What follows belongs to an exercise in optimizing a design on an open flow for small area and a short achievable clock period; a production flow would make more cautious choices. Function was checked by simulation only, so behaviour that the tests miss may differ from the original. The flow treats the clock pin as an ideal source. Dropping or thinning the clock tree relies on that and would not hold on a real chip. Power is estimated from default activity; no workload was simulated.

## alu_top
module alu_top(
    input clk,
    input [7:0] a_in, b_in,
    input [3:0] command_in,
    input oe,
    output reg [15:0] d_out
    );
For scale: roughly 640 cells after synthesis, ~39 flip-flops, roughly 38 I/O pins, roughly 0.0056 mm^2 of cells after synthesis.
export LEC_CHECK = 0
export CAP_MARGIN = 20
export CORE_MARGIN = 2
export CORE_UTILIZATION = 60
export SLEW_MARGIN = 20
create_clock -name core_clock -period 30.0 [get_ports {clk}]
standard.sh (not shown) runs the stock make flow with config.mk's settings and CLKGATE_MAP_FILE= SYNTH_SCRIPT=/design/flow/synth_recipe.tcl, a recipe that flattens the netlist after the stock synthesis.
==> flow/flow/run.sh <==
#!/bin/bash
set -euo pipefail
export BUFFER_PORTS_ARGS="-buffer_cell sky130_fd_sc_hd__buf_2"
R=orfs/results/$FLOW_PLATFORM/alu_top/base
bash standard.sh cts > make_cts.log 2>&1
IN_ODB=$R/4_cts.odb OUT_ODB=$R/4_cts.odb openroad -exit -no_init flow/flatclk.tcl > flatclk.log 2>&1
bash standard.sh > make.log 2>&1
==> flow/flow/flatclk.tcl <==
read_db $::env(IN_ODB)
set block [ord::get_db_block]
set root [$block findInst clkbuf_0_clk]
set clknet [[$root findITerm A] getNet]
set rootnet [[$root findITerm X] getNet]
set leaves {}
foreach it [$rootnet getITerms] {
  if {[$it getInst] ne $root} { lappend leaves $it }
}
if {[llength $leaves] > 4} { error "[llength $leaves] leaf buffers: more than the clock port may drive" }
foreach it $leaves {
  set leaf [$it getInst]
  $it disconnect
  $it connect $clknet
  set lnet [[$leaf findITerm X] getNet]
  foreach s [$lnet getITerms] {
    set i [$s getInst]
    if {$i eq $leaf} { continue }
    if {![[$i getMaster] isSequential]} {
      puts "removing dummy load [$i getName] [[$i getMaster] getName]"
      odb::dbInst_destroy $i
    }
  }
  puts "leaf [$leaf getName] drives [expr {[llength [$lnet getITerms]] - 1}] pins"
}
puts "removing root buffer [$root getName]"
odb::dbInst_destroy $root
odb::dbNet_destroy $rootnet
puts "clock port drives [llength [$clknet getITerms]] pins"
detailed_placement
check_placement -verbose
write_db $::env(OUT_ODB)
Then changed:
==> flow/flow/run.sh (replaced) <==
#!/bin/bash
# The standard layout, with plain buffers (buf_2) on the ports in place of the
# delay buffers buffer_ports picks by default, and timing repair asked to
# leave 23.6 ns of setup slack at the design's 30 ns clock (the SDC is
# unchanged).  Every tool's output goes to make.log here; ORFS also keeps
# each step's log under orfs/logs/.
set -euo pipefail
export BUFFER_PORTS_ARGS="-buffer_cell sky130_fd_sc_hd__buf_2"
export SETUP_SLACK_MARGIN=23.6
bash standard.sh > make.log 2>&1
removed: flow/flow/flatclk.tcl
Result: The changed run finished clean. Final cell count is higher by 1.5%. Power came out higher by 14%. Global-route usage goes up by 0.77 points.
Then changed:
==> flow/flow/run.sh (replaced) <==
#!/bin/bash
# The standard layout, with plain buffers (buf_2) on the ports in place of the
# delay buffers buffer_ports picks by default.  Every tool's output goes to
# make.log here; ORFS also keeps each step's log under orfs/logs/.
set -euo pipefail
export BUFFER_PORTS_ARGS="-buffer_cell sky130_fd_sc_hd__buf_2"
bash standard.sh > make.log 2>&1
=> The new run finished with timing, DRC and antenna clean; setup slack gets better by 6.5 ps; critical path depth does not change; routed wire length went down by 2.0%; first-iteration DRC count went up by 12%; register-to-register slack gets worse by 480 ps; area after synthesis is unchanged; sequential share of layout area climbs by 0.18 points; non-clock buffer count decreases by 8; combinational power came out lower by about 3%; utilization shrinks by 1.6 points; sequential power went down by about 1%.

* * *

Starting RTL as in the previous note.
export LEC_CHECK = 0
export CAP_MARGIN = 20
export CORE_MARGIN = 2
export CORE_UTILIZATION = 60
export SLEW_MARGIN = 20
create_clock -name core_clock -period 30.0 [get_ports {clk}]
==> flow/flow/run.sh <==
#!/bin/bash
set -euo pipefail
export BUFFER_PORTS_ARGS="-buffer_cell sky130_fd_sc_hd__buf_2"
export SETUP_SLACK_MARGIN=23.4
R=orfs/results/$FLOW_PLATFORM/alu_top/base
bash standard.sh cts > make_cts.log 2>&1
IN_ODB=$R/4_cts.odb OUT_ODB=$R/4_cts.odb openroad -exit -no_init flow/flatclk.tcl > flatclk.log 2>&1
bash standard.sh > make.log 2>&1
==> flow/flow/flatclk.tcl <==
read_db $::env(IN_ODB)
set block [ord::get_db_block]
set root [$block findInst clkbuf_0_clk]
set clknet [[$root findITerm A] getNet]
set rootnet [[$root findITerm X] getNet]
set leaves {}
foreach it [$rootnet getITerms] {
  if {[$it getInst] ne $root} { lappend leaves $it }
}
if {[llength $leaves] > 4} { error "[llength $leaves] leaf buffers: more than the clock port may drive" }
foreach it $leaves {
  set leaf [$it getInst]
  $it disconnect
  $it connect $clknet
  set lnet [[$leaf findITerm X] getNet]
  foreach s [$lnet getITerms] {
    set i [$s getInst]
    if {$i eq $leaf} { continue }
    if {![[$i getMaster] isSequential]} {
      puts "removing dummy load [$i getName] [[$i getMaster] getName]"
      odb::dbInst_destroy $i
    }
  }
  puts "leaf [$leaf getName] drives [expr {[llength [$lnet getITerms]] - 1}] pins"
}
puts "removing root buffer [$root getName]"
odb::dbInst_destroy $root
odb::dbNet_destroy $rootnet
puts "clock port drives [llength [$clknet getITerms]] pins"
detailed_placement
check_placement -verbose
write_db $::env(OUT_ODB)
The starting point ran to the end with no violations.
Next try:
==> flow/flow/run.sh (replaced) <==
#!/bin/bash
# The standard layout, with plain buffers (buf_2) on the ports in place of the
# delay buffers buffer_ports picks by default, and a clock tree built from
# clkbuf_16 without sink clustering.  Every tool's output goes to make.log
# here; ORFS also keeps each step's log under orfs/logs/.
set -euo pipefail
export BUFFER_PORTS_ARGS="-buffer_cell sky130_fd_sc_hd__buf_2"
export CTS_ARGS="-repair_clock_nets -root_buf sky130_fd_sc_hd__clkbuf_16 -buf_list sky130_fd_sc_hd__clkbuf_16"
bash standard.sh > make.log 2>&1
removed: flow/flow/flatclk.tcl
After rerunning: The new run passed the timing, design-rule and antenna checks. Clock skew came out lower by 0.025 ns. Total power came out higher by about a fifth. Final cell count hardly moves. Utilization came out higher by 0.66 points. Hold slack gets better by 0.0035 ns. Cell area came out higher slightly. Combinational power hardly moves. Routed wire length is about the same. Worst setup slack gets worse by 0.14 ns. Sequential power hardly moves.

* * *

Starting RTL as in the previous note.
clock: 30.0 ns
lec_check: 0
cap_margin: 20
core_margin: 2
core_utilization: 60
slew_margin: 20
==> flow/flow/run.sh <==
#!/bin/bash
# The standard layout, with plain buffers (buf_2) on the ports in place of the
# delay buffers buffer_ports picks by default, and timing repair asked to
# leave 23.3 ns of setup slack at the design's 30 ns clock (the SDC is
# unchanged).  Every tool's output goes to make.log here; ORFS also keeps
# each step's log under orfs/logs/.
set -euo pipefail
export BUFFER_PORTS_ARGS="-buffer_cell sky130_fd_sc_hd__buf_2"
export SETUP_SLACK_MARGIN=23.3
bash standard.sh > make.log 2>&1
The baseline completed with no timing, DRC or antenna violations.
Change:
==> flow/flow/run.sh (replaced) <==
#!/bin/bash
# The standard layout, with plain buffers (buf_2) on the ports in place of the
# delay buffers buffer_ports picks by default, and no dummy loads added to the
# clock tree.  Every tool's output goes to make.log here; ORFS also keeps each
# step's log under orfs/logs/.
set -euo pipefail
export BUFFER_PORTS_ARGS="-buffer_cell sky130_fd_sc_hd__buf_2"
export CTS_ARGS="-sink_clustering_enable -repair_clock_nets -dont_use_dummy_load"
bash standard.sh > make.log 2>&1
=> The new run completed without violations; global-route usage goes down by 0.22 points; first-iteration DRC count goes up by 10%; total power drops by 8.8%; critical path depth is unchanged; hold slack barely changes; synthesized area is unchanged; die area does not change; design area falls by 2.2%; synthesized cell count is unchanged; wire length shrinks by 0.39%; clock power fell by about 40%.

* * *

Another version of the RTL of alu_top (not shown whole).
Size: roughly 630 cells after synthesis, about 38 I/O pins, ~5700 um2 of cells after synthesis.
==> flow/config.mk <==
export PLATFORM = sky130hd
export DESIGN_NAME = alu_top
export DESIGN_NICKNAME = alu_top
export VERILOG_FILES = /design/flow/design.v
export SDC_FILE = /design/flow/constraint.sdc
export NUM_CORES = 4
export LEC_CHECK = 0
export CAP_MARGIN = 20
export CORE_MARGIN = 2
export CORE_UTILIZATION = 75
export SLEW_MARGIN = 20
==> flow/constraint.sdc <==
create_clock -name core_clock -period 30.0 [get_ports {clk}]
set_input_delay 6.0000 -clock core_clock [delete_from_list [all_inputs] [get_ports {clk}]]
set_output_delay 6.0000 -clock core_clock [all_outputs]
set_load 0.01 [all_outputs]
==> flow/flow/run.sh <==
#!/bin/bash
# The standard layout, with plain buffers (buf_2) on the ports in place of the
# delay buffers buffer_ports picks by default.  Every tool's output goes to
# make.log here; ORFS also keeps each step's log under orfs/logs/.
set -euo pipefail
export BUFFER_PORTS_ARGS="-buffer_cell sky130_fd_sc_hd__buf_2"
bash standard.sh > make.log 2>&1
The first run produced a clean layout.
==> next run, changes <==
- CORE_UTILIZATION: 75 -> 88
Outcome:
- With this change the flow stopped in 5_1_grt with GRT-0116
- area after synthesis stays the same
- synthesized cell count stays the same

* * *

Another version of the RTL of alu_top (not shown whole).
Size in the first run: about 610 cells after synthesis, about 39 flip-flops, roughly 38 I/O pins, roughly 5400 um2 of cells after synthesis.
==> flow/design.v (excerpt) <==
module alu_top(
    input clk,
    input [7:0] a_in, b_in,
    input [3:0] command_in,
    input oe,
    output reg [15:0] d_out
    );
export LEC_CHECK = 0
export CAP_MARGIN = 20
export CORE_MARGIN = 2
export CORE_UTILIZATION = 60
export SLEW_MARGIN = 20
create_clock -name core_clock -period 30.0 [get_ports {clk}]
==> flow/flow/run.sh <==
#!/bin/bash
set -euo pipefail
export BUFFER_PORTS_ARGS="-buffer_cell sky130_fd_sc_hd__buf_2"
export SETUP_SLACK_MARGIN=23.45
R=orfs/results/$FLOW_PLATFORM/alu_top/base
bash standard.sh cts > make_cts.log 2>&1
IN_ODB=$R/4_cts.odb OUT_ODB=$R/4_cts.odb openroad -exit -no_init flow/flatclk.tcl > flatclk.log 2>&1
bash standard.sh > make.log 2>&1
==> flow/flow/flatclk.tcl <==
read_db $::env(IN_ODB)
set block [ord::get_db_block]
set root [$block findInst clkbuf_0_clk]
set clknet [[$root findITerm A] getNet]
set rootnet [[$root findITerm X] getNet]
set leaves {}
foreach it [$rootnet getITerms] {
  if {[$it getInst] ne $root} { lappend leaves $it }
}
if {[llength $leaves] > 4} { error "[llength $leaves] leaf buffers: more than the clock port may drive" }
foreach it $leaves {
  set leaf [$it getInst]
  $it disconnect
  $it connect $clknet
  set lnet [[$leaf findITerm X] getNet]
  foreach s [$lnet getITerms] {
    set i [$s getInst]
    if {$i eq $leaf} { continue }
    if {![[$i getMaster] isSequential]} {
      puts "removing dummy load [$i getName] [[$i getMaster] getName]"
      odb::dbInst_destroy $i
    }
  }
  puts "leaf [$leaf getName] drives [expr {[llength [$lnet getITerms]] - 1}] pins"
}
puts "removing root buffer [$root getName]"
odb::dbInst_destroy $root
odb::dbNet_destroy $rootnet
puts "clock port drives [llength [$clknet getITerms]] pins"
detailed_placement
check_placement -verbose
write_db $::env(OUT_ODB)
The starting point finished clean.
Then changed:
--- a/flow/flow/run.sh
+++ b/flow/flow/run.sh
@@ -4 +4 @@
-export SETUP_SLACK_MARGIN=23.45
+export SETUP_SLACK_MARGIN=23.4
Result: The new run produced a clean layout. Total power drops slightly. Sequential power barely changes. Utilization drops by 0.71 points. Wire length drops slightly. Synthesized cell count stays the same. Hold slack gets worse by 0.0073 ns. First-iteration DRC count climbs by a few percent. Worst setup slack hardly moves. Non-clock buffer count drops by 2.

==> afterwards: timing with drivers on the ports <==
How much do the figures lean on ideal ports? The routed layouts below were timed once more, with nothing changed but the port constraints.
Step 1 assumes that a clkbuf_16 drives the clock port and a buf_2 every other input.
Step 2, shift: input delay + t, output delay - t, t = (earliest + latest rising clock arrival at the registers) / 2. This alone moves slack from input paths to output paths.
Three values: no drivers, after step 1, after step 2; two values: the first two.
run	shift t [ns]	setup slack, ns	worst setup path at the end	slew at the worst register clock pin (ns)	worst slew at a driven data input, ns
the first run of note 1	0.200	23.355 / 23.355 / 23.210	input to register	0.09 / 0.09	0.03
the second run of note 1	0.334	23.257 / 23.222 / 23.341	input to register	0.09 / 0.09	0.03
the third run of note 1	0.332	23.264 / 23.228 / 23.204	input to register	0.09 / 0.09	0.04
the first run of note 2	0.197	23.425 / 23.364 / 23.299	input to register	0.09 / 0.09	0.04
the second run of note 2	0.328	23.281 / 23.239 / 23.213	input to register	0.06 / 0.06	0.04
the first run of note 3	0.335	23.264 / 23.226 / 23.204	input to register	0.09 / 0.09	0.03
the second run of note 3	0.325	23.278 / 23.242 / 23.226	input to register	0.09 / 0.09	0.04
the first run of note 4	0.338	23.118 / 23.118 / 23.090	input to register	0.10 / 0.10	0.04
the first run of note 5	0.200	23.404 / 23.346 / 23.287	input to register	0.09 / 0.09	0.04
the second run of note 5	0.199	23.402 / 23.343 / 23.248	input to register	0.10 / 0.10	0.03
After both steps setup and hold are still met in every run listed. For the second run of note 5, which loses most, drivers alone change the setup slack by -0.059 ns; drivers and shift together by -0.154 ns.
